This design comes from an exercise in tuning for small area, a short achievable clock period and few clock cycles on the open sky130 flow, not from production work. At most, simulation tests tie the RTL to the original design; equivalence was not proved. Only the layout flow was run in runs 7 and 8; the RTL was not checked for function there. Power figures rest on the tool's default switching activity, not on a simulated workload.

==> flow/design.v, too long to show whole: its modules and the start of the top module <==
// module reg_file: 37 lines
// module mul32lo: 856 lines
// module mips_core: 138 lines
module mips_core(
    input         clk,
    input         rst_n,
    output [31:0] imem_addr,
    input  [31:0] imem_data,
    output [31:0] dmem_addr,
    output [31:0] dmem_wdata,
    output        dmem_we,
    input  [31:0] dmem_rdata
);
  // ...
==> flow/flow/run.sh <==
#!/bin/bash
set -euo pipefail
MARGIN=$(cat flow/margin.txt)
bash standard.sh SETUP_SLACK_MARGIN="$MARGIN" finish > make_finish.log 2>&1
==> flow/flow/margin.txt <==
13.75
==> flow/standard.sh <==
#!/bin/bash
# synth_recipe.tcl (not shown) runs the flow's synth.tcl, then flattens the netlist and writes it again
# the make line also repeats each setting of config.mk as NAME=value (left out here)
make -C /OpenROAD-flow-scripts/flow DESIGN_CONFIG=/design/flow/config.mk WORK_HOME=/design/flow/orfs CLKGATE_MAP_FILE= SYNTH_SCRIPT=/design/flow/synth_recipe.tcl "${@:-finish}"
==> flow/config.mk <==
export PLATFORM = sky130hd
export DESIGN_NAME = mips_core
export DESIGN_NICKNAME = mips_core
export VERILOG_FILES = /design/flow/design.v
export SDC_FILE = /design/flow/constraint.sdc
export NUM_CORES = 4
export LEC_CHECK = 0
export CAP_MARGIN = 20
export CORE_MARGIN = 2
export CORE_UTILIZATION = 45
export CTS_CLUSTER_DIAMETER = 110
export CTS_CLUSTER_SIZE = 22
export SLEW_MARGIN = 20
==> flow/constraint.sdc <==
create_clock -name core_clock -period 19.0 [get_ports {clk}]
set_input_delay 3.8000 -clock core_clock [delete_from_list [all_inputs] [get_ports {clk}]]
set_output_delay 3.8000 -clock core_clock [all_outputs]
set_load 0.01 [all_outputs]
==> results.txt, run 1 <==
- Met1 wire length: 120000 um
- Busiest metal layer after global routing: met2
- Initial antenna violation count: 19
- Synth area leaders: edfxtp_1 41%, a22oi_1 9.8%, dfxtp_1 8.4%
- Ports: about 160
- Comb group: 0.00102 W
- Cell with the most instances after synthesis: edfxtp_1
- Worst reg2reg endpoint: pc[7]
- Sequential share of power: 54.8%
- GRT Resource Usage Total: 40.9%
- Mean routed wirelength per cell: just under 40 um
- Syn_area_per_cell: about 11 sq um
- Die width: a little over 400 um
- Worst skew pair latency: slightly below 800 ps
- Clock power frac: 29.1%
- End of the critical path: pc[7]
- Min Hold Slack: 383 ps
- Cells along the critical path: buf_4, a221oi_1, nand3_1, o41ai_2, o311ai_1, xor2_1, nor4_2, nand4_1, nor4_4, nand2_4, or3_1, nand3_1
- Clock-net power: ~0.0019 W
- Setup WS pre-CTS: 12370 ps
- Reg2reg setup slack: 13530 ps
- Filler cell count: 14500
- PD cells: 76.0 nW/um^2
- Commonest non-fill, non-tap cell in the layout: edfxtp_1
- Cells after Synth: between 6000 and 7000
- Status: no timing/DRC/antenna violations
Testbench counts, summed over its fixed seeds: cycles 103,356.
==> run 2: changes to the inputs <==
==> flow/flow/margin.txt (replaced) <==
13.85
==> results.txt, run 2 <==
- Slew HR: between 10% and 20%
- Setup TNS: 0 ps
- IR drop worst, VDD: 0.0000970 V
- RSZ-0062 raised after global routing: true
- Final non-filler cell area: 84200 sq um
- First-pass GRT wire length: around 490000 um
- Clock root buffer: clkbuf_16
- Layout cells sized above 1: 13.4%
- Syn_area_per_cell: 10.7 sq um (unchanged)
- Leading area contributor after synthesis: edfxtp_1
- Data required time at the worst endpoint: 19680 ps
- Number of flip-flops in the largest register: about 1000
- Fin util: between 50% and 60%
- DRT Pass-1 Iters: 12
- Synth area leaders: edfxtp_1 41%, a22oi_1 9.8%, dfxtp_1 8.4%
- Max-Cap Viols: 0
- First-iteration detailed-routing DRC count: 13800
- EDFF count, synth: 1024
- Asr flop ratio synth: ~3.3%
- Most frequent cells in the layout: 1024 x edfxtp_1, 971 x a22oi_1, 606 x nand2_1, 359 x o21ai_0, 346 x nor2_1
- Grt ovf: 0
- Worst Setup End Kind: flip-flop
- Crit path max-delay family: compound AO/OA/AOI/OAI gates
- Skew final: approximately 80 ps
- Slew Limit Fails: 0
- Crit path DAT: a little under 6000 ps
- Slowest cell on crit path: nor4_1
- FF+latch count, synth: ~1400
- Maximum clock rate: 0.189 GHz
- Die H: 411 um
- Htree depth: 3
- Synth unique cells: 88
- Buffers on Ports: 140
- Vias: 67000
- Final cell count without fillers: a little over 9000
- PD cells: 75.7 nW/um^2 (-0.36%)
- Final Critical Period: about 5300 ps
- Largest net degree at the start of global routing: roughly 110
- Core area: 165000 sq um
- Estimated wirelength of the detail-placed design: 215000 um
- Placed Cells: 8893
- LEAKAGE: 28.8 nW
- Rows: 149
- Vias in the first global route: 61000
- Slew @ Worst Pin: 1280 ps
- Die width: 411 um (unchanged)
- Cells after Synth: 6944 (unchanged)
- Cells along the critical path: buf_6, a22oi_1, nand4_1, nor4_1, o221ai_1, xnor2_1, o21ai_0, ha_1, a21o_1, a41o_4, a21oi_4, o21ai_1, a21o_1, a21oi_2, nor2_1, a211oi_1
- Cell with the most instances after synthesis: edfxtp_1
- Gpl congestion: 1.00
- Sequential element share of the synthesized area: around 51%
- CP bufs+invs: 1
- Setup CP Type: reg2reg
- Worst skew pair latency: 790 ps (about the same)
- Worst-case clock buffer depth: 3
- CTS tree: built
- Status: no timing/DRC/antenna violations
- TritonCTS buffer count: 76
- Clock transition at the registers of the reported paths: 100 ps
- Nets@finish: 7281
- Fin crit share: 27.8%
- Count of final setup violators: 0
- Routed wire length: 364000 um
- DRC viols: 0
- Initial antenna violation count: 29 (+10)
- Mapped Area: 74500 sq um
- CP max stage delay: 1030 ps
- Crit Path Max Fanout: 21
- Yosys top cell area share: about two fifths
- Drt via density: 7.30
- P&R area growth vs syn: 13.1%
- List of most frequent post-synthesis cells: 1024 x edfxtp_1, 974 x a22oi_1, 615 x nand2_1
- Final Hold Violating Endpoints: 0
- Hold-fix buffers, CTS: 0
- Final ANT Viol Nets: 0
- Commonest non-fill, non-tap cell in the layout: edfxtp_1
- YS warnings: 2
- Placed cell area: 78600 sq um
- GRT Resource Usage Total: 41.5% (+0.61 points)
- Ports: 163 (unchanged)
- Biggest register: rf.REG
- Initial core utilization: 45.2%
- Mean routed wirelength per cell: 39.7 um (+1.0%)
- HP Class: reg2reg
- Cell repeated most along the worst path: a21o_1
- Worst setup SP type: flip-flop
- Die ar.: 169000 sq um
- CTS Sinks: 1381
- Top FF cell, synth: edfxtp_1
## run 2: final cells by class
| type | instances | area (sq um) |
|---|---|---|
| clock inverter | 16 | 256 |
| timing repair buffer | 485 | 4880 |
| sequential | 1381 | 38500 |
| tap | 2189 | 2740 |
| clock buffer | 118 | 2080 |
| antenna | 21 | 52.6 |
| multi-input combinational | 4711 | 34700 |
| fill | 14500 | 80400 |
| inverter | 257 | 968 |
## run 2: cell families (layout without fill, tap and decap cells)
family	count (synthesis)	count (layout)	synth area share [%]
fa+ha+maj	400	400	8.29
flops	1381	1381	51.2
simple gates	1641	1642	10.4
compound gates	2319	2319	21.6
other cells	1	43	0.00504
mux	57	57	0.773
xor+xnor	270	271	3.18
buf+inv	875	876	4.55
## run 2: metrics by stage
step | hold slack (ps) | total power, W | setup WS, ps
floorplan | 366 | 0.00400 | 13180
global placement | 380 | 0.00441 | 12200
detailed placement | 388 | 0.00441 | 12380
CTS | 400 | 0.00626 | 13700
global route | 403 | 0.00651 | 13630
finish | 403 | 0.00637 | 13710
## run 2: final timing paths
check | start | endpoint | slack (ps) | depth (start not counted)
setup / recovery | sel_b[19] | lt3 | 13710 | 16
hold / removal | rd3[0] | rd4[0] | 400 | 0
setup reg to reg | sel_b[19] | lt3 | 13710 | 16
hold reg to reg | rd3[0] | rd4[0] | 400 | 0
max in group asynchronous | rst_n | pc[1] | 15170 | 2
min in group asynchronous | rst_n | rf.valid[5] | 3190 | 2
## run 2: power breakdown
group,switching (W),internal [W],leakage [nW]
logic,0.000658,0.000364,15.2
clock network,0.00108,0.000786,1.11
registers,0.000103,0.00338,12.4
total,0.00184,0.00453,28.8
## run 2: layer usage
layer | global-route usage [%] | up-vias | part of all wire [%]
met4 | 28.7 | 42 | 9.7
met5 | 1.16 | - | 0.19
met3 | 19.7 | 2036 | 17
met2 | 59.8 | 6598 | 41
li1 | - | 26300 | -
met1 | 48.5 | 32100 | 33
## run 2: timing repair
action / CTS / global route
buffers inserted: 49 / 62
pin swaps: 52 / 64
setup endpoints to repair: 130 / 47
cloned: 11 / 7
gates resized for setup: 699 / 173
==> run 3: changes to the inputs <==
==> flow/flow/run.sh (replaced) <==
#!/bin/bash
set -euo pipefail
MARGIN=$(cat flow/margin.txt)
CTS=$(cat flow/cts_args.txt)
bash standard.sh SETUP_SLACK_MARGIN="$MARGIN" "CTS_ARGS=$CTS" finish > make_finish.log 2>&1
==> flow/flow/cts_args.txt (new file) <==
-sink_clustering_enable -repair_clock_nets -sink_clustering_size 22 -sink_clustering_max_diameter 110 -dont_use_dummy_load
==> flow/flow/margin.txt (replaced) <==
13.75
--- a/flow/config.mk
+++ b/flow/config.mk
@@ -10,4 +10,2 @@
 export CORE_UTILIZATION = 45
-export CTS_CLUSTER_DIAMETER = 110
-export CTS_CLUSTER_SIZE = 22
 export SLEW_MARGIN = 20
==> results.txt, run 3 <==
- Core area: 165000 sq um (unchanged)
- HP Start: rd3[4]
- Slowest cell on crit path: nor4_1
- Worst setup SP type: flip-flop
- CTS tree: built
- Largest net degree at the start of global routing: 96 (-12%)
- Min Hold Slack: 384 ps (-18.8 ps)
- Maximum clock rate: 0.184 GHz (-3.0%)
- Initial core utilization: 45.2% (unchanged)
- TritonCTS buffer count: 75 (-1.3%)
- Drt via density: 7.33 (+0.32%)
- Number of flip-flops in the largest register: 1024 (unchanged)
- Most frequent cells in the layout: 1024 x edfxtp_1, 971 x a22oi_1, 605 x nand2_1, 363 x o21ai_0, 344 x nor2_1
- Mapped Area: 74500 sq um (unchanged)
- GRT Resource Usage Total: 40.8% (-0.68 points)
- First-iteration detailed-routing DRC count: 13400 (-3.3%)
- Crit path DAT: 6070 ps (+100 ps)
- Setup WS pre-CTS: 12370 ps (-6.40 ps)
- Synth unique cells: 88 (unchanged)
- Leading area contributor after synthesis: edfxtp_1
- YS warnings: 2 (unchanged)
- Htree depth: 3 (unchanged)
- CP max stage delay: 1130 ps (+100 ps)
- Slew @ Worst Pin: 1340 ps (+63.3 ps)
- DRT Pass-1 Iters: 13 (+1)
- Worst skew pair latency: 780 ps (about the same)
- Gpl congestion: 0.984 (-2.0%)
- Worst setup startpoint: sel_a[26]
- PD cells: 74.7 nW/um^2 (-1.4%)
- List of most frequent post-synthesis cells: 1024 x edfxtp_1, 974 x a22oi_1, 615 x nand2_1
- IR drop worst, VDD: 0.0000800 V (-17%)
- Die H: 411 um (unchanged)
- Final ANT Viol Nets: 0 (unchanged)
- Mean routed wirelength per cell: 39.3 um (-0.80%)
- P&R area growth vs syn: 11.6%
- Vias in the first global route: 60900 (-0.15%)
- Asr flop ratio synth: 3.33% (unchanged)
- Fin crit share: 28.7% (+0.86 points)
- Nets@finish: 7258 (-0.32%)
- Setup TNS: 0 ps (unchanged)
- Routed wire length: 358000 um (-1.6%)
- DRC viols: 0 (unchanged)
- EDFF count, synth: 1024 (unchanged)
- HP Class: reg2reg
- Worst-case clock buffer depth: 3 (unchanged)
- Layout cells sized above 1: 12.2% (-1.2 points)
- Sequential element share of the synthesized area: 51.2% (unchanged)
- Die width: 411 um (unchanged)
- Cells along the critical path: buf_4, a22oi_1, nand4_1, nor4_1, o221ai_1, xor2_1, nor4_1, nand4_1, nor4_4, nand2_4, or3_1, nand3_1
- Syn_area_per_cell: 10.7 sq um (unchanged)
- Rows: 149 (unchanged)
- Hold-fix buffers, CTS: 0 (unchanged)
- Yosys top cell area share: 41.3% (unchanged)
- Grt ovf: 0 (unchanged)
- Worst r2r src: sel_a[26]
- LEAKAGE: 28.3 nW (-1.5%)
- Cell with the most instances after synthesis: edfxtp_1
- RSZ-0062 raised after global routing: true
- Die ar.: 169000 sq um (unchanged)
- Final worst slack: 13550 ps (-164 ps)
- Initial antenna violation count: 24 (-17%)
- Clock root buffer: clkbuf_16
- Cells after Synth: 6944 (unchanged)
- Synth area leaders: edfxtp_1 41%, a22oi_1 9.8%, dfxtp_1 8.4%
- CTS Sinks: 1381 (unchanged)
- FF+latch count, synth: 1381 (unchanged)
- Vias: 66700 (-0.53%)
- Data required time at the worst endpoint: 19630 ps (-50 ps)
- Commonest non-fill, non-tap cell in the layout: edfxtp_1
- Skew final: 140 ps (+60.2 ps)
- Final Critical Period: 5450 ps (+164 ps)
- Placed cell area: 78600 sq um (about the same)
- First-pass GRT wire length: 484000 um (-1.2%)
- Buffers on Ports: 140 (unchanged)
- Crit Path Max Fanout: 28 (+33%)
- Top FF cell, synth: edfxtp_1
- Clock transition at the registers of the reported paths: 100 ps (about the same)
- Biggest register: rf.REG
- Ports: 163 (unchanged)
- Slew Limit Fails: 0 (unchanged)
- Final non-filler cell area: 83100 sq um (-1.3%)
- Max-Cap Viols: 0 (unchanged)
- Status: no timing/DRC/antenna violations
- Estimated wirelength of the detail-placed design: 215000 um (about the same)
- Count of final setup violators: 0 (unchanged)
- Worst Setup End Kind: flip-flop
- Slew HR: 9.63% (-3.9 points)
- Setup CP Type: reg2reg
- Final Hold Violating Endpoints: 0 (unchanged)
==> run 3: worst max-delay path, delay by kind of cell (launching register included) <==
family	cells	cell delay, ps
compound gates	2	920
xor+xnor	1	270
buf+inv	1	400
flops	1	440
simple gates	8	3230
==> run 3: per-stage QoR <==
stage | utilization, % | power, W | cells
after floorplan | - | 0.00400 | 6965
after global placement | 47.7 | 0.00440 | 8890
after detailed placement | 47.7 | 0.00440 | 8891
after CTS | 49.6 | 0.00609 | 9016
after global routing | 50.4 | 0.00632 | 9079
final | 50.5 | 0.00620 | 9100
==> run 3: cells by family (layout without fill, tap and decap cells) <==
| logic type | Yosys count | in the layout | synth area share (%) |
|---|---|---|---|
| AO/OA/AOI/OAI | 2319 | 2319 | 21.6 |
| XOR/XNOR | 270 | 271 | 3.18 |
| adder cells (fa/ha/maj) | 400 | 400 | 8.29 |
| buffers and inverters | 875 | 795 | 4.55 |
| flip-flops | 1381 | 1381 | 51.2 |
| multiplexers | 57 | 57 | 0.773 |
| other | 1 | 46 | 0.00504 |
| AND/OR/NAND/NOR | 1641 | 1642 | 10.4 |
==> run 3: layout make-up <==
| cell class | instances | area, sq um |
|---|---|---|
| Inverter | 257 | 968 |
| Antenna cell | 24 | 60.1 |
| Clock buffer | 75 | 1880 |
| Sequential cell | 1381 | 38400 |
| Multi-Input combinational cell | 4711 | 34700 |
| Fill cell | 14600 | 81500 |
| Tap cell | 2189 | 2740 |
| Timing Repair Buffer | 463 | 4290 |
==> run 3: worst paths after layout <==
path	endpoint	slack, ps	cells past startpoint
max reg2reg	pc[7]	13550	12
min reg2reg	rd4[4]	380	0
max	pc[7]	13550	12
min	rd4[4]	380	0
min in group asynchronous	rf.valid[23]	3230	2
max in group asynchronous	pc[7]	15150	2
==> run 3: per-layer routing <==
layer / track usage [%] / routed length, um / up-vias
li1: - / - / 26200
met1: 48.7 / 120000 / 32400
met2: 59.7 / 150000 / 6278
met3: 17.6 / 56700 / 1843
met4: 27.0 / 31500 / 28
met5: 0.339 / 240 / -
==> run 3: what timing repair did <==
action | in CTS | in global routing
resized for setup | 420 | 204
endpoints found under the setup margin | 122 | 38
gates cloned | 4 | 3
pin swaps | 46 | 61
buffers inserted | 46 | 55
==> run 3: report_power, final <==
| group | switching [W] | internal [W] |
|---|---|---|
| Clock | 0.000997 | 0.000705 |
| Combinational | 0.000653 | 0.000368 |
| Sequential | 0.000103 | 0.00338 |
==> module mips_core, before the edit <==
module mips_core(
    input         clk,
    input         rst_n,
    output [31:0] imem_addr,
    input  [31:0] imem_data,
    output [31:0] dmem_addr,
    output [31:0] dmem_wdata,
    output        dmem_we,
    input  [31:0] dmem_rdata
);
reg  [9:0]  pc;           
reg  [31:0] ir;           
reg         v2;           
reg  [9:0]  pc2;          
reg  [31:0] sel_a;        
reg  [31:0] sel_b;        
reg  [31:0] x3;           
reg  [31:0] y3;           
reg  [31:0] ma3, mb3;     
reg  [4:0]  rd3;
reg         wr3, st3, ld3, mul3;
reg         slt3, lt3;    
reg  [31:0] ws4, wc4;     
reg  [4:0]  rd4;
reg         wr4;
assign imem_addr  = {20'b0, pc, 2'b00};
assign dmem_addr  = x3;
assign dmem_wdata = y3;
assign dmem_we    = st3;
wire [31:0] w4 = ws4 + wc4;
wire [5:0] op = ir[31:26];
wire [5:0] fn = ir[5:0];
wire [4:0] rs = ir[25:21];
wire [4:0] rt = ir[20:16];
wire [4:0] rd = ir[15:11];
wire is_r    = (op == 6'h00);
wire is_lw   = (op == 6'h23);
wire is_sw   = (op == 6'h2B);
wire is_addi = (op == 6'h08);
wire is_beq  = (op == 6'h04);
wire use_rs  = is_r | is_lw | is_sw | is_addi | is_beq;
wire use_rt  = is_r | is_sw | is_beq;
wire f_sub   = (fn == 6'h22);
wire f_slt   = (fn == 6'h2A);
wire f_mul   = (fn == 6'h1C);
wire [31:0] rf_a, rf_b;
wire        rf_va, rf_vb;
reg_file rf (
    .clk(clk), .rst_n(rst_n),
    .sa(sel_a), .sb(sel_b),
    .we(wr4), .wa(rd4), .wd(w4),
    .qa(rf_a), .qb(rf_b), .va(rf_va), .vb(rf_vb)
);
wire hit3a = wr3 & (rd3 == rs);
wire hit3b = wr3 & (rd3 == rt);
wire hit4a = wr4 & (rd4 == rs);
wire hit4b = wr4 & (rd4 == rt);
wire [31:0] r3 = slt3 ? {32{lt3}} : x3;     
wire        sa3 = hit3a;
wire        sa4 = ~hit3a & hit4a;
wire        saf = ~hit3a & ~hit4a & rf_va;
wire        sb3 = hit3b;
wire        sb4 = ~hit3b & hit4b;
wire        sbf = ~hit3b & ~hit4b & rf_vb;
wire [31:0] a = ({32{sa3}} & r3) | ({32{sa4}} & w4) | ({32{saf}} & rf_a);
wire [31:0] b = ({32{sb3}} & r3) | ({32{sb4}} & w4) | ({32{sbf}} & rf_b);
wire stall = v2 & (ld3 | mul3) & ((use_rs & hit3a) | (use_rt & hit3b));
wire [31:0] imm  = {{16{ir[15]}}, ir[15:0]};
wire        sub  = is_r & (f_sub | f_slt);
wire [31:0] bop  = is_r ? b : imm;
wire [33:0] sum  = {1'b0, a, 1'b1} + {1'b0, bop ^ {32{sub}}, sub};
wire        ltu  = ~sum[33];
wire [31:0] res  = sum[32:1];
wire       taken    = v2 & is_beq & (a == b);
wire       redirect = taken & ~stall & (rs != rt) & (ir[9:0] != 10'd0);
wire [10:0] btgt2   = {pc2, 1'b1} + {ir[9:0], 1'b1};    
wire [9:0] btgt     = btgt2[10:1];
wire [9:0] pc1 = pc + 10'd1;
wire       f_j = (imem_data[31:26] == 6'h02);
wire       f_b = (imem_data[31:26] == 6'h04) & (imem_data[25:21] == imem_data[20:16]);
wire [9:0] f_btgt = pc1 + imem_data[9:0];
always @(posedge clk or negedge rst_n) begin
    if (!rst_n) begin
        pc <= 10'd0;
        v2 <= 1'b0;
    end else if (stall) begin
        pc <= pc2;
        v2 <= 1'b0;
    end else begin
        if (redirect) begin
            pc <= btgt;
            v2 <= 1'b0;
        end else begin
            pc <= f_j ? imem_data[9:0] : f_b ? f_btgt : pc1;
            v2 <= 1'b1;
        end
    end
end
always @(posedge clk) begin
    ir    <= imem_data;
    pc2   <= pc;
    sel_a <= 32'd1 << imem_data[25:21];
    sel_b <= 32'd1 << imem_data[20:16];
end
always @(posedge clk or negedge rst_n) begin
    if (!rst_n) begin
        wr3 <= 1'b0;
        st3 <= 1'b0;
    end else begin
        wr3 <= v2 & ~stall & (is_r | is_lw | is_addi);
        st3 <= v2 & ~stall & is_sw;
    end
end
always @(posedge clk) begin
    x3   <= res;
    y3   <= b;
    ma3  <= a;
    mb3  <= b & {32{is_r & f_mul}};
    rd3  <= is_r ? rd : rt;
    ld3  <= is_lw;
    mul3 <= is_r & f_mul;
    slt3 <= is_r & f_slt;
    lt3  <= ltu;
end
wire [31:0] ms, mc;
mul32lo mul (.a(ma3), .b(mb3), .s(ms), .c(mc));
always @(posedge clk or negedge rst_n) begin
    if (!rst_n)
        wr4 <= 1'b0;
    else
        wr4 <= wr3;
end
always @(posedge clk) begin
    ws4 <= ld3 ? dmem_rdata : mul3 ? ms : r3;
    wc4 <= (mul3 & ~ld3) ? mc : 32'b0;
    rd4 <= rd3;
end
endmodule
==> run 4: changes to the inputs <==
--- a/flow/design.v
+++ b/flow/design.v
@@ -911,3 +911,2 @@
 reg  [31:0] y3;           
-reg  [31:0] ma3, mb3;     
 reg  [4:0]  rd3;
@@ -962,3 +961,3 @@
 wire        sub  = is_r & (f_sub | f_slt);
-wire [31:0] bop  = is_r ? b : imm;
+wire [31:0] bop  = ({32{is_r & ~f_mul}} & b) | ({32{~is_r}} & imm);
 wire [33:0] sum  = {1'b0, a, 1'b1} + {1'b0, bop ^ {32{sub}}, sub};
@@ -1009,4 +1008,2 @@
     y3   <= b;
-    ma3  <= a;
-    mb3  <= b & {32{is_r & f_mul}};
     rd3  <= is_r ? rd : rt;
@@ -1018,3 +1015,3 @@
 wire [31:0] ms, mc;
-mul32lo mul (.a(ma3), .b(mb3), .s(ms), .c(mc));
+mul32lo mul (.a(x3), .b(y3), .s(ms), .c(mc));
 always @(posedge clk or negedge rst_n) begin
==> flow/flow/run.sh (replaced) <==
#!/bin/bash
set -euo pipefail
MARGIN=$(cat flow/margin.txt)
bash standard.sh SETUP_SLACK_MARGIN="$MARGIN" finish > make_finish.log 2>&1
--- a/flow/config.mk
+++ b/flow/config.mk
@@ -10,2 +10,4 @@
 export CORE_UTILIZATION = 45
+export CTS_CLUSTER_DIAMETER = 110
+export CTS_CLUSTER_SIZE = 22
 export SLEW_MARGIN = 20
removed: flow/flow/cts_args.txt
==> results.txt, run 4 <==
- Status: no timing/DRC/antenna violations
- Placed Cells: 8247 (-7.2%)
- Setup TNS: 0 ps (unchanged)
- Synth unique cells: 108 (+23%)
- Most frequent cells in the layout: 1033 x a22oi_1, 1024 x edfxtp_1, 553 x nand2_1, 334 x buf_4, 276 x a21oi_1
- Core area: 156000 sq um (-5.4%)
- Slew HR: 11.8% (+2.2 points)
- Htree depth: 3 (unchanged)
- R2R depth: 21 (+9)
- First-pass GRT wire length: 487000 um (+0.61%)
- Vias in the first global route: 60200 (-1.1%)
- LEAKAGE: 29.5 nW (+4.2%)
- Die width: 399 um (-2.8%)
- Data required time at the worst endpoint: 19610 ps (-20 ps)
- Worst setup SP type: flip-flop
- Slew Limit Fails: 0 (unchanged)
- CTS Sinks: 1317 (-4.6%)
- Routed wire length: 364000 um (+1.7%)
- Hold Path Sink: rd4[4]
- Yosys top cell area share: 43.7% (+2.4 points)
- Number of flip-flops in the largest register: 1024 (unchanged)
- HP Start: rd3[4]
- Hold-fix buffers, CTS: 0 (unchanged)
- Max-Cap Viols: 0 (unchanged)
- PD cells: 81.3 nW/um^2 (+8.8%)
- Placed cell area: 74400 sq um (-5.3%)
- Sequential element share of the synthesized area: 52.4% (+1.2 points)
- Worst-case clock buffer depth: 3 (unchanged)
- Maximum clock rate: 0.182 GHz (-0.96%)
- Top FF cell, synth: edfxtp_1
- Vias: 65200 (-2.2%)
- TritonCTS buffer count: 72 (-4.0%)
- Worst reg2reg endpoint: x3[30]
- Die ar.: 159000 sq um (-5.5%)
- List of most frequent post-synthesis cells: 1047 x a22oi_1, 1024 x edfxtp_1, 564 x nand2_1
- Mean routed wirelength per cell: 42.0 um (+6.7%)
- Area of the multi-input gates: 32300 sq um (-7.0%)
- HP Class: reg2reg
- Cells after Synth: 6342 (-8.7%)
- Crit path DAT: 6110 ps (+40 ps)
- Syn_area_per_cell: 11.1 sq um (+3.4%)
- Worst setup startpoint: sel_a[19]
- GRT Resource Usage Total: 44.1% (+3.3 points)
- Clock transition at the registers of the reported paths: 110 ps (about the same)
- Die H: 399 um (-2.8%)
- Layout cells sized above 1: 17.0% (+4.8 points)
- Setup CP Type: reg2reg
- P&R area growth vs syn: 17.8%
- Commonest non-fill, non-tap cell in the layout: a22oi_1
- Leading area contributor after synthesis: edfxtp_1
- Synth area leaders: edfxtp_1 44%, a22oi_1 11%, dfxtp_1 7.0%
- DRC viols: 0 (unchanged)
- Worst skew pair latency: 750 ps (-30 ps)
- Final non-filler cell area: 82800 sq um (-0.34%)
- Estimated wirelength of the detail-placed design: 199000 um (-7.1%)
- Clock root buffer: clkbuf_16
- Filler cell count: 13300 (-8.6%)
- WHS Path Cells: 0 (unchanged)
- IR drop worst, VDD: 0.0000562 V (-30%)
- Largest net degree at the start of global routing: 66 (-31%)
- Initial antenna violation count: 16 (-33%)
- Worst Setup End Kind: flip-flop
- Final Critical Period: 5500 ps (+52.9 ps)
- Final Hold Violating Endpoints: 0 (unchanged)
- Min Hold Slack: 392 ps (+8.10 ps)
- CTS tree: built
- FF+latch count, synth: 1317 (-4.6%)
- Gpl congestion: 0.978 (-0.66%)
- Asr flop ratio synth: 3.49% (+0.16 points)
- Grt ovf: 0 (unchanged)
- Initial core utilization: 45.2% (-0.067 points)
- RSZ-0062 raised after global routing: true
- Sequential cell area: 37300 sq um (-3.1%)
- Skew final: 47.5 ps (-92.7 ps)
- Crit Path Max Fanout: 17 (-39%)
- Ports: 163 (unchanged)
- Worst r2r src: sel_a[19]
- Nets@finish: 6928 (-4.5%)
- Rows: 145 (-2.7%)
- Final ANT Viol Nets: 0 (unchanged)
- Count of final setup violators: 0 (unchanged)
- Cell with the most instances after synthesis: a22oi_1
- Slew @ Worst Pin: 1310 ps (-37.4 ps)
- Drt via density: 7.52 (+2.6%)
- Biggest register: rf.REG
- Fin crit share: 29.0% (+0.28 points)
- YS warnings: 2 (unchanged)
- Buffers on Ports: 140 (unchanged)
- Final cell count without fillers: 8670 (-4.7%)
- Reg2reg setup slack: 13500 ps (-50 ps)
- DRT Pass-1 Iters: 11 (-2)
- First-iteration detailed-routing DRC count: 13700 (+2.7%)
- EDFF count, synth: 1024 (unchanged)
- Mapped Area: 70300 sq um (-5.6%)
-- run 4: cell count changes in the layout (fill, tap and decap cells not counted), moves of 35 or more --
cell      before   now
buf_12        15    84
dfxtp_1      173   110
a22oi_1      971  1033
buf_4        237   334
maj3_1        97     0
a21oi_1      312   276
o21ai_0      363   237
o211ai_1      63    11
nand2_1      605   553
a31oi_1       42     4
dfxtp_2       81    46
nor2_1       344   268
-- run 4: layout make-up --
cell class / instances / share of cell area, %
tap: 2058 / 3.11
timing repair inverter: 1 / 0.00604
multi-input combinational: 4260 / 39.0
timing repair buffer: 662 / 9.23
antenna: 19 / 0.0574
sequential: 1317 / 45.0
clock inverter: 11 / 0.190
clock buffer: 97 / 2.34
inverter: 245 / 1.12
-- run 4: how the worst max path moves through the flow --
stage / to / slack [ps]
floorplan: pc[9] / 13230
global placement: pc[9] / 11780
detailed placement: pc[9] / 11820
CTS: wc4[31] / 13610
global route: x3[30] / 13370
finish: x3[30] / 13500
-- run 4: per-layer routing --
metal | GRT usage, % | vias to the layer above | part of all wire (%)
li1 | - | 24700 | -
met4 | 34.0 | 18 | 11
met3 | 22.4 | 2265 | 17
met1 | 50.4 | 31200 | 32
met2 | 62.5 | 7047 | 40
met5 | 0.363 | - | 0.12
-- run 4: stage by stage --
step | setup slack (ps) | utilization (%) | total power, W
2_1_floorplan | 13230 | - | 0.00418
3_3_place_gp | 11780 | 47.8 | 0.00470
3_5_place_dp | 11820 | 47.8 | 0.00470
4_1_cts | 13610 | 52.0 | 0.00658
5_1_grt | 13370 | 53.2 | 0.00689
6_report | 13500 | 53.2 | 0.00673
-- run 4: power by group --
| group | switching (W) | internal (W) |
|---|---|---|
| logic | 0.00105 | 0.000632 |
| registers | 0.0000792 | 0.00324 |
| clock network | 0.00100 | 0.000735 |
-- run 4: kinds of logic (layout without fill, tap and decap cells) --
| kind of cell | count (synthesis) | in the layout | synth area share, % |
|---|---|---|---|
| compound gates | 2165 | 2165 | 21.9 |
| xor+xnor | 278 | 278 | 3.46 |
| fa+ha+maj | 303 | 303 | 7.40 |
| buf+inv | 787 | 1016 | 4.42 |
| flops | 1317 | 1317 | 52.4 |
| mux | 43 | 43 | 0.623 |
| other cells | 1 | 41 | 0.00533 |
| simple gates | 1448 | 1449 | 9.77 |
-- run 4: timing repair --
item                       in CTS  in global routing
buffers inserted              173                 73
resized for setup             704                260
cloned                         38                 10
setup endpoints to repair     115                 52
pin swaps                      68                 99
hold endpoints to repair        0                  0
-- run 4: critical path, stage by stage, from the launching register on --
cell      delay [ps]
dfxtp_4          680
buf_6            410
a22oi_1          130
nand4_1          160
nor4_4            90
buf_4            160
or3_4            430
o22ai_1          290
ha_2             390
a21o_1           200
a21oi_1          190
o311a_1          250
nor4_2            80
o21ai_2          200
nand4_1          190
a311oi_2         340
o21ai_1          110
a31oi_1          230
nor2b_1           70
o21a_1           200
o41a_1           360
xor2_1           150
Testbench counts of run 4, summed over its fixed seeds: cycles 103,356.
==> run 5: changes to the inputs <==
--- a/flow/config.mk
+++ b/flow/config.mk
@@ -9,3 +9,3 @@
 export CORE_MARGIN = 2
-export CORE_UTILIZATION = 45
+export CORE_UTILIZATION = 40
 export CTS_CLUSTER_DIAMETER = 110
==> results.txt, run 5 <==
- Final Hold Violating Endpoints: 0 (unchanged)
- Hold-fix buffers, CTS: 0 (unchanged)
- Syn_area_per_cell: 11.1 sq um (unchanged)
- Rows: 153 (+5.5%)
- Cell with the most instances after synthesis: a22oi_1
- Setup CP Type: reg2reg
- Slowest cell on crit path: dfxtp_4
- Mapped Area: 70300 sq um (unchanged)
- First-iteration detailed-routing DRC count: 13900 (+1.1%)
- Skew final: 70.9 ps (+23.4 ps)
- GRT Resource Usage Total: 37.3% (-6.8 points)
- Crit Path Max Fanout: 24 (+7)
- Clock transition at the registers of the reported paths: 90 ps (-20 ps)
- Max-Cap Viols: 0 (unchanged)
- Worst-case clock buffer depth: 3 (unchanged)
- Sequential share of power: 50.0% (+0.7 points)
- Slew Limit Fails: 0 (unchanged)
- Die width: 423 um (+6.0%)
- Grt ovf: 0 (unchanged)
- Biggest register: rf.REG
- Drt via density: 7.22 (-4.0%)
- Busiest metal layer after global routing: met2
- Die ar.: 179000 sq um (+12%)
- Crit path DAT: 5970 ps (-140 ps)
- Die H: 423 um (+6.0%)
- Core area: 174000 sq um (+12%)
- Count of final setup violators: 0 (unchanged)
- Ports: 163 (unchanged)
- Htree depth: 3 (unchanged)
- Crit path depth: 21 (unchanged)
- Comb pwr share: 24.7% (-0.2 points)
- Maximum clock rate: 0.186 GHz (+2.5%)
- Met2 usage: 55.0% (-7.5 points)
- Cells after Synth: 6342 (unchanged)
- Asr flop ratio synth: 3.49% (unchanged)
- Gpl congestion: 0.962 (-1.6%)
- Top FF cell, synth: edfxtp_1
- DRT Pass-1 Iters: 14 (+3)
- List of most frequent post-synthesis cells: 1047 x a22oi_1, 1024 x edfxtp_1, 564 x nand2_1
- Commonest non-fill, non-tap cell in the layout: a22oi_1
- PD cells: 80.5 nW/um^2 (-0.92%)
- Crit path max-delay family: compound AO/OA/AOI/OAI gates
- Mean routed wirelength per cell: 39.5 um (-6.0%)
- Most frequent cells in the layout: 1035 x a22oi_1, 1024 x edfxtp_1, 556 x nand2_1, 310 x buf_4, 284 x a21oi_1
- Worst skew pair latency: 760 ps (about the same)
- Layout cells sized above 1: 16.6% (-0.40 points)
- Slew @ Worst Pin: 1350 ps (+41.5 ps)
- Largest net degree at the start of global routing: 58 (-12%)
- Number of flip-flops in the largest register: 1024 (unchanged)
- Status: no timing/DRC/antenna violations
- Synth area leaders: edfxtp_1 44%, a22oi_1 11%, dfxtp_1 7.0%
- YS warnings: 2 (unchanged)
- Estimated wirelength of the detail-placed design: 194000 um (-2.6%)
- Worst Setup End Kind: flip-flop
- Setup TNS: 0 ps (unchanged)
- FF+latch count, synth: 1317 (unchanged)
- Clock root buffer: clkbuf_16
- CP max stage delay: 560 ps (-120 ps)
- Vias in the first global route: 59300 (-1.6%)
- Final Critical Period: 5370 ps (-136 ps)
- Buffers on Ports: 140 (unchanged)
- Clock power frac: 25.4% (-0.4 points)
- Fin util: 47.3% (-5.9 points)
- TritonCTS buffer count: 70 (-2.8%)
- HP Class: reg2reg
- EDFF count, synth: 1024 (unchanged)
- CP bufs+invs: 2 (unchanged)
- Sequential element share of the synthesized area: 52.4% (unchanged)
- P&R area growth vs syn: 17.2%
- Initial antenna violation count: 16 (unchanged)
- Vias: 64200 (-1.6%)
- Cell repeated most along the worst path: nand4_1
- CTS tree: built
- Fin crit share: 28.2% (-0.72 points)
- DRC viols: 0 (unchanged)
- Slew HR: 9.00% (-2.8 points)
- Cells along the critical path: buf_12, a22oi_1, nand4_1, nor4_4, buf_4, or3_4, o22ai_1, ha_2, a21o_1, a21oi_1, o311a_1, nor4_2, o21ai_2, nand4_1, a311oi_2, o21ai_1, a31oi_1, nor2b_1, o21a_1, o41a_1, xor2_1
- LEAKAGE: 29.0 nW (-1.8%)
- Nets@finish: 6886 (-0.61%)
- Pint: 0.00454 W (-1.4%)
- R2R depth: 21 (unchanged)
- RSZ-0062 raised after global routing: true
- Initial core utilization: 40.4% (-4.8 points)
- Worst setup SP type: flip-flop
- Synth unique cells: 108 (unchanged)
- CTS Sinks: 1317 (unchanged)
- Leading area contributor after synthesis: edfxtp_1
- Yosys top cell area share: 43.7% (unchanged)
- Routed wire length: 351000 um (-3.7%)
- First-pass GRT wire length: 472000 um (-3.0%)
- Data required time at the worst endpoint: 19600 ps (about the same)
- Routing usage on met3: 15.6% (-6.8 points)
- Final ANT Viol Nets: 0 (unchanged)
- IR drop worst, VDD: 0.0000756 V (+34%)
- Met1 usage: 45.2% (-5.2 points)
- Switch share: 31.6% (-0.035 points)
- Sw Pwr: 0.00209 W (-1.5%)
- WHS Path Cells: 0 (unchanged)
run 5: cell types whose count changed in the layout (fill, tap and decap cells not counted), sizes merged, moves of 2 or more:
| cell | previous run | this run |
|---|---|---|
| buf | 502 | 477 |
| dlygate4sd2 | 24 | 8 |
| bufbuf | 36 | 24 |
| clkbuf | 113 | 119 |
| clkdlybuf4s50 | 50 | 56 |
| diode | 19 | 13 |
| clkdlybuf4s15 | 29 | 24 |
| inv | 251 | 247 |
| dlymetal6s2s | 5 | 2 |
| clkdlybuf4s18 | 0 | 2 |
run 5: repair_timing:
| action | 4_1_cts | 5_1_grt |
|---|---|---|
| gates cloned | 29 | 18 |
| buffers inserted | 140 | 85 |
| hold endpoints to repair | 0 | 0 |
| pin swaps | 70 | 82 |
| resized for setup | 734 | 248 |
| setup endpoints to repair | 119 | 41 |
run 5: logic make-up after synthesis:
logic type	after synthesis	synth area share, %
AO/OA/AOI/OAI	2165	21.9
multiplexers	43	0.623
AND/OR/NAND/NOR	1448	9.77
other	1	0.00533
flip-flops	1317	52.4
adder cells (fa/ha/maj)	303	7.40
buffers and inverters	787	4.42
XOR/XNOR	278	3.46
run 5: power by group through the flow:
stage               Sequential, W  Clock, W  Combinational [W]
floorplan                 0.00335         0           0.000824
global placement          0.00340         0            0.00130
detailed placement        0.00340         0            0.00130
CTS                       0.00331   0.00168            0.00149
global route              0.00332   0.00178            0.00171
finish                    0.00332   0.00168            0.00164
run 5: final timing paths:
| check | end | slack [ps] | from |
|---|---|---|---|
| worst max register to register | x3[30] | 13630 | sel_a[15] |
| worst max-delay path | x3[30] | 13630 | sel_a[15] |
| max in group asynchronous | pc[2] | 15340 | rst_n |
| min in group asynchronous | rf.valid[15] | 3160 | rst_n |
| worst min-delay path | rd4[3] | 410 | rd3[3] |
| worst min register to register | rd4[3] | 410 | rd3[3] |
run 5: routing by layer:
metal | routed length (um) | vias up
li1 | - | 24600
met1 | 117000 | 31100
met2 | 146000 | 6469
met3 | 55900 | 2004
met4 | 30900 | 36
met5 | 615 | -
run 5: final cells by class:
cell class                 instances  area, sq um
multi-input combinational       4264        32500
antenna                           13         32.5
sequential                      1317        37200
timing repair inverter             1         5.00
timing repair buffer             618         6850
fill                           15500        91800
tap                             2325         2910
clock inverter                     9          161
clock buffer                      94         1840
inverter                         245          923
run 5: through the flow:
stage	hold WS, ps	power, W	worst slack, ps	area, sq um	std cells
floorplan	373	0.00418	13230	70500	6363
global placement	378	0.00470	12250	74700	8496
detailed placement	385	0.00470	12320	74700	8496
CTS	395	0.00648	13680	80300	8768
global route	417	0.00681	13520	82400	8875
finish	405	0.00663	13630	82400	8886
==> run 6: changes to the inputs <==
==> flow/flow/margin.txt (replaced) <==
13.85
==> results.txt, run 6 <==
- Busiest metal layer after global routing: met2
- First-iteration detailed-routing DRC count: 13700 (-1.5%)
- Setup TNS: 0 ps (unchanged)
- Most frequent cells in the layout: 1024 x edfxtp_1, 1017 x a22oi_1, 558 x nand2_1, 353 x buf_4, 278 x a21oi_1
- FF+latch count, synth: 1317 (unchanged)
- LEAKAGE: 29.7 nW (+2.4%)
- Skew final: 67.9 ps (-3.02 ps)
- Count of final setup violators: 0 (unchanged)
- First-pass GRT wire length: 480000 um (+1.6%)
- Rows: 153 (unchanged)
- Htree depth: 3 (unchanged)
- CTS Sinks: 1317 (unchanged)
- Crit path DAT: 5970 ps (about the same)
- Number of flip-flops in the largest register: 1024 (unchanged)
- Initial core utilization: 40.4% (unchanged)
- Routed wire length: 357000 um (+1.9%)
- Syn_area_per_cell: 11.1 sq um (unchanged)
- Final Power: 0.00676 W (+1.9%)
- List of most frequent post-synthesis cells: 1047 x a22oi_1, 1024 x edfxtp_1, 564 x nand2_1
- Cell repeated most along the worst path: o21ai_1
- Core area: 174000 sq um (unchanged)
- Worst Setup End Kind: flip-flop
- CTS tree: built
- TritonCTS buffer count: 70 (unchanged)
- Sequential element share of the synthesized area: 52.4% (unchanged)
- Vias in the first global route: 60000 (+1.2%)
- Yosys top cell area share: 43.7% (unchanged)
- Cell with the most instances after synthesis: a22oi_1
- Asr flop ratio synth: 3.49% (unchanged)
- P&R area growth vs syn: 19.1%
- Cells after Synth: 6342 (unchanged)
- Max-Cap Viols: 0 (unchanged)
- EDFF count, synth: 1024 (unchanged)
- Synth area leaders: edfxtp_1 44%, a22oi_1 11%, dfxtp_1 7.0%
- Maximum clock rate: 0.186 GHz (-0.17%)
- Met2 usage: 55.7% (+0.79 points)
- GRT Resource Usage Total: 38.0% (+0.70 points)
- YS warnings: 2 (unchanged)
- Die ar.: 179000 sq um (unchanged)
- Data required time at the worst endpoint: 19600 ps (about the same)
- Die width: 423 um (unchanged)
- Clock root buffer: clkbuf_16
- Buffers on Ports: 140 (unchanged)
- Routing usage on met3: 16.6% (+0.98 points)
- DRT Pass-1 Iters: 14 (unchanged)
- PD cells: 80.7 nW/um^2 (+0.25%)
- Initial antenna violation count: 21 (+5)
- Nets@finish: 6950 (+0.93%)
- Slew @ Worst Pin: 1310 ps (-35.9 ps)
- Final Hold Violating Endpoints: 0 (unchanged)
- Mapped Area: 70300 sq um (unchanged)
- R2R depth: 25 (+19%)
- Ports: 163 (unchanged)
- Setup CP Type: reg2reg
- Final non-filler cell area: 83700 sq um (+1.6%)
- Met1 usage: 45.3% (+0.11 points)
- Clock transition at the registers of the reported paths: 100 ps (about the same)
- Final ANT Viol Nets: 0 (unchanged)
- Top FF cell, synth: edfxtp_1
- Drt via density: 7.26 (+0.49%)
- Estimated wirelength of the detail-placed design: 198000 um (+2.2%)
- Slew HR: 11.4% (+2.4 points)
- Vias: 65000 (+1.3%)
- Crit Path Max Fanout: 10 (-58%)
- Slew Limit Fails: 0 (unchanged)
- Slowest cell on crit path: nor4_4
- Commonest non-fill, non-tap cell in the layout: edfxtp_1
- Placed Cells: 8487 (-0.11%)
- IR drop worst, VDD: 0.0000622 V (-18%)
- Leading area contributor after synthesis: edfxtp_1
- Gpl congestion: 0.995 (+3.4%)
- Biggest register: rf.REG
- CP max stage delay: 480 ps (-80 ps)
- Die H: 423 um (unchanged)
- Synth unique cells: 108 (unchanged)
- RSZ-0062 raised after global routing: true
- Worst-case clock buffer depth: 3 (unchanged)
- Final Critical Period: 5370 ps (+9.10 ps)
- Fin crit share: 28.3% (+0.048 points)
- Placed cell area: 74700 sq um (about the same)
- WHS Path Cells: 0 (unchanged)
- Layout cells sized above 1: 18.3% (+1.7 points)
- Final cell count without fillers: 8958 (+0.81%)
- DRC viols: 0 (unchanged)
- Worst skew pair latency: 760 ps (about the same)
- Worst setup SP type: flip-flop
- Mean routed wirelength per cell: 39.9 um (+1.1%)
- Largest net degree at the start of global routing: 67 (+16%)
- HP Class: reg2reg
- Grt ovf: 0 (unchanged)
- Status: no timing/DRC/antenna violations
==> run 6: cell count changes in the layout (fill, tap and decap cells not counted), moves of 12 or more <==
cell	delta
clkdlybuf4s50_1	-12
a22oi_1	-18
a22oi_2	+18
buf_4	+43
dfxtp_4	+18
dfxtp_2	-15
buf_12	+22
clkdlybuf4s15_2	-15
buf_6	+26
==> run 6: kinds of logic (layout without fill, tap and decap cells) <==
| kind of cell | count (synthesis) | after routing | synth area share, % |
|---|---|---|---|
| AO/OA/AOI/OAI | 2165 | 2166 | 21.9 |
| AND/OR/NAND/NOR | 1448 | 1450 | 9.77 |
| flip-flops | 1317 | 1317 | 52.4 |
| buffers and inverters | 787 | 1034 | 4.42 |
| adder cells (fa/ha/maj) | 303 | 303 | 7.40 |
| XOR/XNOR | 278 | 279 | 3.46 |
| multiplexers | 43 | 43 | 0.623 |
| other | 1 | 41 | 0.00533 |
==> run 6: path summary, 6_finish.rpt <==
kind                           from      endpoint  slack, ps
max                        sel_b[9]        x3[30]      13630
min reg2reg                  rd3[4]        rd4[4]        390
min in group asynchronous     rst_n  rf.valid[25]       3180
max reg2reg                sel_b[9]        x3[30]      13630
max in group asynchronous     rst_n         pc[8]      15280
min                          rd3[4]        rd4[4]        390
==> run 6: timing repair <==
| item | CTS | global route |
|---|---|---|
| gates resized for setup | 943 | 249 |
| buffers inserted | 196 | 102 |
| pin swaps | 100 | 114 |
| gates cloned | 36 | 12 |
| hold endpoints to repair | 0 | 0 |
| hold buffers | 0 | 0 |
| setup endpoints to repair | 132 | 54 |
==> run 6: per-layer routing <==
metal	vias up	part of all wire (%)
li1	24700	-
met1	31400	33
met2	6823	41
met3	2036	16
met4	24	9.4
met5	-	0.12
==> run 6: layout make-up <==
cell class	count	area [sq um]
Timing Repair inverter	1	5.00
Fill cell	15500	90500
Clock buffer	97	1920
Tap cell	2325	2910
Inverter	245	925
Clock inverter	8	123
Multi-Input combinational cell	4263	32700
Sequential cell	1317	37300
Timing Repair Buffer	683	7810
Antenna cell	19	47.5
==> run 6: critical path: cells and delay by family (launching register included) <==
kind / cells / cell delay [ps]
AO/OA/AOI/OAI: 11 / 2440
XOR/XNOR: 2 / 310
adder cells (fa/ha/maj): 1 / 300
buffers and inverters: 3 / 490
flip-flops: 1 / 370
AND/OR/NAND/NOR: 8 / 1320
==> run 6: stage by stage <==
stage | utilization, % | setup WS (ps) | hold slack [ps]
after floorplan | - | 13230 | 373
after global placement | 42.9 | 12290 | 380
after detailed placement | 42.9 | 12330 | 381
after CTS | 46.7 | 13710 | 378
after global routing | 48.0 | 13490 | 394
final | 48.1 | 13630 | 387
==> run 6: report_power, final <==
group | total [W] | internal (W) | switching [W] | leakage [nW]
sequential | 0.00331 | 0.00323 | 0.0000797 | 11.9
clock | 0.00170 | 0.000719 | 0.000976 | 0.979
combinational | 0.00175 | 0.000685 | 0.00106 | 16.8
==> module reg_file, before the edit <==
module reg_file(
    input         clk,
    input         rst_n,
    input  [31:0] sa,
    input  [31:0] sb,
    input         we,
    input  [4:0]  wa,
    input  [31:0] wd,
    output reg [31:0] qa,
    output reg [31:0] qb,
    output        va,
    output        vb
);
reg [31:0] REG [0:31];
reg [31:0] valid;
integer i;
always @(posedge clk or negedge rst_n) begin
    if (!rst_n)
        valid <= 32'b0;
    else if (we)
        valid[wa] <= 1'b1;
end
always @(posedge clk) begin
    if (we)
        REG[wa] <= wd;
end
assign va = |(sa & valid);
assign vb = |(sb & valid);
always @(*) begin
    qa = 32'b0;
    qb = 32'b0;
    for (i = 0; i < 32; i = i + 1) begin
        qa = qa | ({32{sa[i]}} & REG[i]);
        qb = qb | ({32{sb[i]}} & REG[i]);
    end
end
endmodule
==> run 7: changes to the inputs <==
--- a/flow/design.v
+++ b/flow/design.v
@@ -8,6 +8,4 @@
     input  [31:0] wd,
-    output reg [31:0] qa,
-    output reg [31:0] qb,
-    output        va,
-    output        vb
+    output reg [31:0] da,
+    output reg [31:0] db
 );
@@ -26,10 +24,10 @@
 end
-assign va = |(sa & valid);
-assign vb = |(sb & valid);
+wire [31:0] ea = sa & valid;
+wire [31:0] eb = sb & valid;
 always @(*) begin
-    qa = 32'b0;
-    qb = 32'b0;
+    da = 32'b0;
+    db = 32'b0;
     for (i = 0; i < 32; i = i + 1) begin
-        qa = qa | ({32{sa[i]}} & REG[i]);
-        qb = qb | ({32{sb[i]}} & REG[i]);
+        da = da | ({32{ea[i]}} & REG[i]);
+        db = db | ({32{eb[i]}} & REG[i]);
     end
@@ -906,3 +904,3 @@
 reg         v2;           
-reg  [9:0]  pc2;          
+reg  [9:0]  pc2n;         
 reg  [31:0] sel_a;        
@@ -913,3 +911,2 @@
 reg         wr3, st3, ld3, mul3;
-reg         slt3, lt3;    
 reg  [31:0] ws4, wc4;     
@@ -938,3 +935,2 @@
 wire [31:0] rf_a, rf_b;
-wire        rf_va, rf_vb;
 reg_file rf (
@@ -943,3 +939,3 @@
     .we(wr4), .wa(rd4), .wd(w4),
-    .qa(rf_a), .qb(rf_b), .va(rf_va), .vb(rf_vb)
+    .da(rf_a), .db(rf_b)
 );
@@ -949,11 +945,4 @@
 wire hit4b = wr4 & (rd4 == rt);
-wire [31:0] r3 = slt3 ? {32{lt3}} : x3;     
-wire        sa3 = hit3a;
-wire        sa4 = ~hit3a & hit4a;
-wire        saf = ~hit3a & ~hit4a & rf_va;
-wire        sb3 = hit3b;
-wire        sb4 = ~hit3b & hit4b;
-wire        sbf = ~hit3b & ~hit4b & rf_vb;
-wire [31:0] a = ({32{sa3}} & r3) | ({32{sa4}} & w4) | ({32{saf}} & rf_a);
-wire [31:0] b = ({32{sb3}} & r3) | ({32{sb4}} & w4) | ({32{sbf}} & rf_b);
+wire [31:0] a = hit3a ? x3 : hit4a ? w4 : rf_a;
+wire [31:0] b = hit3b ? x3 : hit4b ? w4 : rf_b;
 wire stall = v2 & (ld3 | mul3) & ((use_rs & hit3a) | (use_rt & hit3b));
@@ -961,10 +950,10 @@
 wire        sub  = is_r & (f_sub | f_slt);
-wire [31:0] bop  = ({32{is_r & ~f_mul}} & b) | ({32{~is_r}} & imm);
+wire [31:0] bop  = is_r ? b : imm;
 wire [33:0] sum  = {1'b0, a, 1'b1} + {1'b0, bop ^ {32{sub}}, sub};
 wire        ltu  = ~sum[33];
-wire [31:0] res  = sum[32:1];
+wire [31:0] res  = (is_r & f_mul) ? a :
+                   (is_r & f_slt) ? {32{ltu}} : sum[32:1];
 wire       taken    = v2 & is_beq & (a == b);
 wire       redirect = taken & ~stall & (rs != rt) & (ir[9:0] != 10'd0);
-wire [10:0] btgt2   = {pc2, 1'b1} + {ir[9:0], 1'b1};    
-wire [9:0] btgt     = btgt2[10:1];
+wire [9:0] btgt     = pc2n + ir[9:0];
 wire [9:0] pc1 = pc + 10'd1;
@@ -977,6 +966,3 @@
         v2 <= 1'b0;
-    end else if (stall) begin
-        pc <= pc2;
-        v2 <= 1'b0;
-    end else begin
+    end else if (!stall) begin
         if (redirect) begin
@@ -991,6 +977,8 @@
 always @(posedge clk) begin
-    ir    <= imem_data;
-    pc2   <= pc;
-    sel_a <= 32'd1 << imem_data[25:21];
-    sel_b <= 32'd1 << imem_data[20:16];
+    if (!stall) begin
+        ir    <= imem_data;
+        pc2n  <= pc1;
+        sel_a <= 32'd1 << imem_data[25:21];
+        sel_b <= 32'd1 << imem_data[20:16];
+    end
 end
@@ -1011,4 +999,2 @@
     mul3 <= is_r & f_mul;
-    slt3 <= is_r & f_slt;
-    lt3  <= ltu;
 end
@@ -1023,3 +1009,3 @@
 always @(posedge clk) begin
-    ws4 <= ld3 ? dmem_rdata : mul3 ? ms : r3;
+    ws4 <= ld3 ? dmem_rdata : mul3 ? ms : x3;
     wc4 <= (mul3 & ~ld3) ? mc : 32'b0;
==> flow/flow/margin.txt (replaced) <==
13.7
--- a/flow/config.mk
+++ b/flow/config.mk
@@ -7,7 +7,6 @@
 export LEC_CHECK = 0
+export ABC_CLOCK_PERIOD_IN_PS = 5000
 export CAP_MARGIN = 20
 export CORE_MARGIN = 2
-export CORE_UTILIZATION = 40
-export CTS_CLUSTER_DIAMETER = 110
-export CTS_CLUSTER_SIZE = 22
+export CORE_UTILIZATION = 45
 export SLEW_MARGIN = 20
==> results.txt, run 7 <==
- Syn_area_per_cell: 10.9 sq um (-2.1%)
- FF+latch count, synth: 1315 (-0.15%)
- CP max stage delay: 1060 ps (+580 ps)
- PD cells: 91.3 nW/um^2 (+13%)
- EDFF count, synth: 1130 (+10%)
- RSZ-0062 raised after global routing: true
- Number of flip-flops in the largest register: 1024 (unchanged)
- YS warnings: 2 (unchanged)
- Die ar.: 165000 sq um (-7.8%)
- First-iteration detailed-routing DRC count: 16500 (+21%)
- Setup TNS: 0 ps (unchanged)
- CTS tree: built
- Fin crit share: 31.1% (+2.8 points)
- Layout cells sized above 1: 20.5% (+2.2 points)
- Most frequent cells in the layout: 1130 x edfxtp_1, 594 x a22oi_1, 578 x nand2_1, 484 x buf_4, 352 x nand3_1
- Crit Path Max Fanout: 8 (-2)
- Top FF cell, synth: edfxtp_1
- Synth area leaders: edfxtp_1 47%, a22oi_1 6.2%, fa_1 5.2%
- List of most frequent post-synthesis cells: 1130 x edfxtp_1, 600 x a22oi_1, 590 x nand2_1
- CTS Sinks: 1315 (-0.15%)
- Mapped Area: 72900 sq um (+3.7%)
- Grt ovf: 0 (unchanged)
- Asr flop ratio synth: 3.50% (+0.0053 points)
- Biggest register: rf.REG
- DRT Pass-1 Iters: 17 (+3)
- Placed cell area: 77400 sq um (+3.6%)
- Initial core utilization: 45.3% (+5.0 points)
- P&R area growth vs syn: 22.8%
- Clock transition at the registers of the reported paths: 60 ps (-40 ps)
- Count of final setup violators: 0 (unchanged)
- LEAKAGE: 33.1 nW (+11%)
- Leading area contributor after synthesis: edfxtp_1
- Buffers on Ports: 140 (unchanged)
- Hold-fix buffers, CTS: 0 (unchanged)
- Cells along the critical path: and2_4, buf_12, buf_4, clkbuf_16, a221oi_1, nand4_1, nor4_4, a211oi_2, a21oi_2, inv_1, ha_4, a21o_1, a21o_1, a21oi_2, o22ai_2, a311o_1, nand2_2, nor3b_2, o31a_1, nand4_1, buf_6, a31o_4, a21oi_2, a21oi_1
- Data required time at the worst endpoint: 19700 ps (+100 ps)
- Final Power: 0.00817 W (+21%)
- IR drop worst, VDD: 0.000108 V (+74%)
- Worst setup SP type: flip-flop
- HP Class: reg2reg
- Estimated wirelength of the detail-placed design: 239000 um (+20%)
- Gpl congestion: 1.01 (+1.1%)
- Worst Setup End Kind: flip-flop
- Largest net degree at the start of global routing: 69 (+3.0%)
- Sw Pwr: 0.00250 W (+18%)
- Routed wire length: 416000 um (+16%)
- Core area: 161000 sq um (-7.7%)
- Initial antenna violation count: 49 (+130%)
- Worst-case clock buffer depth: 3 (unchanged)
- Crit path DAT: 6610 ps (+640 ps)
- Final Critical Period: 5920 ps (+541 ps)
- Mean routed wirelength per cell: 44.2 um (+11%)
- TritonCTS buffer count: 146 (+110%)
- Rows: 147 (-3.9%)
- Final Hold Violating Endpoints: 0 (unchanged)
- Final ANT Viol Nets: 0 (unchanged)
- Cell repeated most along the worst path: a21oi_2
- Skew final: 75.1 ps (+7.23 ps)
- Drt via density: 7.56 (+4.2%)
- Crit path max-delay family: compound AO/OA/AOI/OAI gates
- Maximum clock rate: 0.169 GHz (-9.1%)
- Switch share: 30.6% (-0.74 points)
- Cell with the most instances after synthesis: edfxtp_1
- Sequential share of power: 41.2% (-7.8 points)
- Die width: 406 um (-4.0%)
- First-pass GRT wire length: 548000 um (+14%)
- Slowest cell on crit path: nor4_4
- Slew Limit Fails: 0 (unchanged)
- Min Hold Slack: 386 ps (-0.914 ps)
- Slew @ Worst Pin: 1290 ps (-19.9 ps)
- Clock power frac: 36.7% (+12 points)
- Fin util: 55.7% (+7.6 points)
- DRC viols: 0 (unchanged)
- Setup CP Type: reg2reg
- Die H: 406 um (-4.0%)
- Commonest non-fill, non-tap cell in the layout: edfxtp_1
- CP bufs+invs: 5 (+2)
- Pint: 0.00567 W (+22%)
- Clock root buffer: clkbuf_16
- Cells after Synth: 6713 (+5.8%)
- GRT Resource Usage Total: 48.9% (+11 points)
- Vias: 71000 (+9.3%)
- Worst skew pair latency: 850 ps (+90 ps)
- Max-Cap Viols: 0 (unchanged)
- Htree depth: 4 (+1)
- Sequential element share of the synthesized area: 52.0% (-0.45 points)
- Status: no timing/DRC/antenna violations
- Comb pwr share: 22.2% (-3.7 points)
- Synth unique cells: 92 (-15%)
- Vias in the first global route: 64600 (+7.6%)
- Ports: 163 (unchanged)
- Slew HR: 13.2% (+1.8 points)
- Yosys top cell area share: 46.6% (+2.8 points)
- Nets@finish: 7452 (+7.2%)
- Final non-filler cell area: 89500 sq um (+6.9%)
==> run 7: changes by cell type after synthesis, moves of 87 or more <==
cell,delta
a22oi_1,-447
nand3_1,+237
a221oi_1,+117
a22o_1,+115
dfxtp_1,-108
edfxtp_1,+106
clkbuf_1,+87
==> run 7: layout make-up <==
class / count / area (sq um)
clock inverters: 88 / 1050
well taps: 2160 / 2700
flip-flops and latches: 1315 / 38100
clock buffers: 182 / 3890
diodes: 31 / 77.6
multi-input cells: 4594 / 34200
fillers: 13700 / 71300
repair buffers: 803 / 8560
inverters: 222 / 841
==> run 7: timing repair <==
action / CTS / global route
setup buffers: 291 / 65
resized for setup: 920 / 148
cloned: 41 / 7
pin swaps: 117 / 87
setup endpoints to repair: 144 / 55
==> run 7: power by group through the flow <==
stage	Combinational, W	Sequential [W]	Clock [W]
2_1_floorplan	0.000872	0.00340	0
3_3_place_gp	0.00141	0.00344	0
3_5_place_dp	0.00142	0.00344	0
4_1_cts	0.00169	0.00336	0.00297
5_1_grt	0.00187	0.00336	0.00308
6_report	0.00181	0.00336	0.00299
==> run 7: worst paths after layout <==
check                           slack, ps      endpoint  cells past startpoint       from
worst max-delay path                13080        x3[28]                     24  sel_a[26]
worst min-delay path                  390        rd4[0]                      0     rd3[0]
worst max register to register      13080        x3[28]                     24  sel_a[26]
worst min register to register        390        rd4[0]                      0     rd3[0]
max in group asynchronous           15040  rf.valid[18]                      2      rst_n
min in group asynchronous            2810  rf.valid[21]                      1      rst_n
==> run 7: kinds of logic (layout without fill, tap and decap cells) <==
group           Yosys count  in the layout  synth area share, %
compound gates         2012           2015                 19.6
xor+xnor                280            282                 3.37
fa+ha+maj               304            304                 7.17
buf+inv                 831           1295                 4.46
flops                  1315           1315                 52.0
mux                      56             56                0.778
other cells               1             53              0.00515
simple gates           1914           1915                 12.6
==> run 7: routing by layer <==
metal	track usage (%)	routed length (um)	vias up
li1	-	-	26400
met1	59.8	138000	34200
met2	65.4	160000	7857
met3	24.2	74400	2518
met4	37.2	43400	52
met5	0.0595	513	-
==> run 7: metrics by stage <==
step | setup WS (ps) | instances
3_5_place_dp | 11820 | 8688
6_report | 13080 | 9395
4_1_cts | 13650 | 9290
3_3_place_gp | 11650 | 8687
2_1_floorplan | 13210 | 6734
5_1_grt | 13120 | 9370
==> run 8: changes to the inputs <==
--- a/flow/design.v
+++ b/flow/design.v
@@ -956,3 +956,3 @@
 wire       taken    = v2 & is_beq & (a == b);
-wire       redirect = taken & ~stall & (rs != rt) & (ir[9:0] != 10'd0);
+wire       redirect = taken & ~stall & (ir[9:0] != 10'd0);
 wire [9:0] btgt     = pc2n + ir[9:0];
@@ -960,4 +960,2 @@
 wire       f_j = (imem_data[31:26] == 6'h02);
-wire       f_b = (imem_data[31:26] == 6'h04) & (imem_data[25:21] == imem_data[20:16]);
-wire [9:0] f_btgt = pc1 + imem_data[9:0];
 always @(posedge clk or negedge rst_n) begin
@@ -971,3 +969,3 @@
         end else begin
-            pc <= f_j ? imem_data[9:0] : f_b ? f_btgt : pc1;
+            pc <= f_j ? imem_data[9:0] : pc1;
             v2 <= 1'b1;
--- a/flow/config.mk
+++ b/flow/config.mk
@@ -7,3 +7,2 @@
 export LEC_CHECK = 0
-export ABC_CLOCK_PERIOD_IN_PS = 5000
 export CAP_MARGIN = 20
==> results.txt, run 8 <==
- Status: no timing/DRC/antenna violations
- Die ar.: 164000 sq um (-0.80%)
- Data required time at the worst endpoint: 19710 ps (about the same)
- Sequential element share of the synthesized area: 52.4% (+0.42 points)
- Clock root buffer: clkbuf_16
- Worst r2r src: sel_a[11]
- Final Critical Period: 6000 ps (+87.0 ps)
- Setup TNS: 0 ps (unchanged)
- Largest net degree at the start of global routing: 79 (+14%)
- Worst setup startpoint: sel_a[11]
- First-iteration detailed-routing DRC count: 16700 (+0.97%)
- Min Hold Slack: 383 ps (-2.91 ps)
- PD cells: 88.8 nW/um^2 (-2.7%)
- Worst Setup End Kind: flip-flop
- LEAKAGE: 32.0 nW (-3.2%)
- EDFF count, synth: 1130 (unchanged)
- Worst-case clock buffer depth: 3 (unchanged)
- Slew Limit Fails: 0 (unchanged)
- Biggest register: rf.REG
- Estimated wirelength of the detail-placed design: 215000 um (-10%)
- Final Hold Violating Endpoints: 0 (unchanged)
- Synth unique cells: 93 (+1.1%)
- HP Class: reg2reg
- GRT Resource Usage Total: 46.2% (-2.6 points)
- Hold Path Sink: rd4[2]
- R2R depth: 26 (+8.3%)
- Drt via density: 7.66 (+1.3%)
- Slew HR: 12.9% (-0.35 points)
- Max-Cap Viols: 0 (unchanged)
- Ports: 163 (unchanged)
- Worst reg2reg endpoint: x3[23]
- Placed Cells: 8384 (-3.5%)
- Commonest non-fill, non-tap cell in the layout: edfxtp_1
- DRT Pass-1 Iters: 14 (-3)
- Count of final setup violators: 0 (unchanged)
- Maximum clock rate: 0.167 GHz (-1.4%)
- Most frequent cells in the layout: 1130 x edfxtp_1, 679 x a22oi_1, 539 x nand2_1, 379 x buf_4, 351 x nor2_1
- YS warnings: 2 (unchanged)
- Nets@finish: 7178 (-3.7%)
- Routed wire length: 391000 um (-6.0%)
- Top FF cell, synth: edfxtp_1
- Layout cells sized above 1: 19.5% (-0.97 points)
- P&R area growth vs syn: 21.5%
- Gpl congestion: 1.00 (-0.58%)
- Rows: 147 (unchanged)
- Mean routed wirelength per cell: 43.1 um (-2.5%)
- Fin crit share: 31.6% (+0.46 points)
- Initial core utilization: 45.2% (-0.16 points)
- Hold-fix buffers, CTS: 0 (unchanged)
- Crit Path Max Fanout: 28 (+20)
- Worst skew pair latency: 830 ps (-20 ps)
- FF+latch count, synth: 1315 (unchanged)
- Slew @ Worst Pin: 1300 ps (+8.08 ps)
- RSZ-0062 raised after global routing: true
- IR drop worst, VDD: 0.000105 V (-3.1%)
- Mapped Area: 72300 sq um (-0.81%)
- Vias in the first global route: 63200 (-2.1%)
- Yosys top cell area share: 46.9% (+0.38 points)
- Asr flop ratio synth: 3.50% (unchanged)
- Filler cell count: 13500 (-1.6%)
- Cells after Synth: 6498 (-3.2%)
- Number of flip-flops in the largest register: 1024 (unchanged)
- Clock transition at the registers of the reported paths: 60 ps (about the same)
- Setup CP Type: reg2reg
- Cell with the most instances after synthesis: edfxtp_1
- Core area: 160000 sq um (-0.46%)
- WHS Path Cells: 0 (unchanged)
- Synth area leaders: edfxtp_1 47%, a22oi_1 7.2%, fa_1 5.2%
- Die H: 405 um (-0.40%)
- Syn_area_per_cell: 11.1 sq um (+2.5%)
- Final ANT Viol Nets: 0 (unchanged)
## run 8: changes by cell type in the layout (fill, tap and decap cells not counted), sizes merged, moves of 17 or more
cell,delta
o22ai,+34
clkdlybuf4s50,+20
nand3,-202
o21ai,+17
nand2,-45
a21oi,-48
a22oi,+96
nor2,+27
nand4,-35
a211oi,+17
buf,-89
## run 8: worst max-delay path, stage by stage, from the launching register on
cell and delay [ps]:
edfxtp_1 580, and2_2 300, buf_8 250, a221oi_1 350, nand4_1 190, nor3_2 240, nand4_1 410, o21ai_2 220
o21ai_0 160, ha_1 370, o21a_1 120, o21a_1 190, o211a_1 240, o21a_1 200, o21ai_2 170, o311ai_4 150
a21o_1 230, nand4_1 110, nand3_2 120, o211a_1 230, o21a_1 220, o31ai_4 180, buf_6 160, buf_12 130
buf_16 140, a21oi_1 50, nor2_1 130
## run 8: per-stage QoR
| step | setup WS, ps | total power [W] | utilization (%) | cell area (sq um) |
|---|---|---|---|---|
| final | 13000 | 0.00779 | 54.9 | 87800 |
| after global routing | 13040 | 0.00794 | 54.8 | 87700 |
| after CTS | 13360 | 0.00766 | 54.1 | 86500 |
| after detailed placement | 12190 | 0.00470 | 47.7 | 76300 |
| after global placement | 12310 | 0.00470 | 47.6 | 76200 |
| after floorplan | 13690 | 0.00419 | - | 72600 |
## run 8: kinds of logic (layout without fill, tap and decap cells)
family	Yosys count	after routing	share of synthesized area, %
AND/OR/NAND/NOR	1636	1640	10.8
buffers and inverters	795	1201	4.55
multiplexers	56	56	0.819
XOR/XNOR	268	274	3.25
flip-flops	1315	1315	52.4
other	1	56	0.00519
adder cells (fa/ha/maj)	303	303	7.17
AO/OA/AOI/OAI	2124	2124	21.0
## run 8: repair_timing
action | in CTS | in global routing
endpoints found under the setup margin | 134 | 61
buffers inserted | 272 | 52
endpoints found under the hold margin | 0 | 0
gates cloned | 43 | 6
resized for setup | 800 | 174
pin swaps | 92 | 96
## run 8: metal layers
| layer | up-vias | global-route usage [%] | share of wire [%] |
|---|---|---|---|
| met2 | 7875 | 63.4 | 39 |
| met4 | 48 | 36.1 | 11 |
| li1 | 25600 | - | - |
| met3 | 2616 | 24.4 | 18 |
| met1 | 33200 | 53.7 | 32 |
| met5 | - | 2.94 | 0.29 |
## run 8: final cells by class
cell class                 count  area (sq um)  share of cell area (%)
sequential                  1315         38100                    43.4
tap                         2086          2610                    2.97
clock inverter                93           912                    1.04
clock buffer                 169          3810                    4.34
antenna                       34          85.1                  0.0969
timing repair buffer         725          8050                    9.17
inverter                     214           808                   0.921
multi-input combinational   4419         33400                    38.1
## run 8: how the worst max path moves through the flow
stage                         to
after detailed placement   x3[5]
final                     x3[23]
after CTS                 x3[16]
after global routing      x3[23]
after global placement     x3[4]
after floorplan           x3[22]
## run 8: power breakdown
group / leakage (nW) / internal (W) / total, W / switching (W)
logic: 17.6 / 0.000567 / 0.00155 / 0.000983
clock network: 2.28 / 0.00162 / 0.00288 / 0.00126
registers: 12.2 / 0.00329 / 0.00336 / 0.0000759
total: 32.0 / 0.00548 / 0.00779 / 0.00232

Check on run 8: ideal ports give 12.998 ns setup slack; a clkbuf_16 on the clock port and buf_2 on the inputs give 12.998 ns; moving port delays by the midpoint clock arrival (0.888 ns) as well gives 12.998 ns.
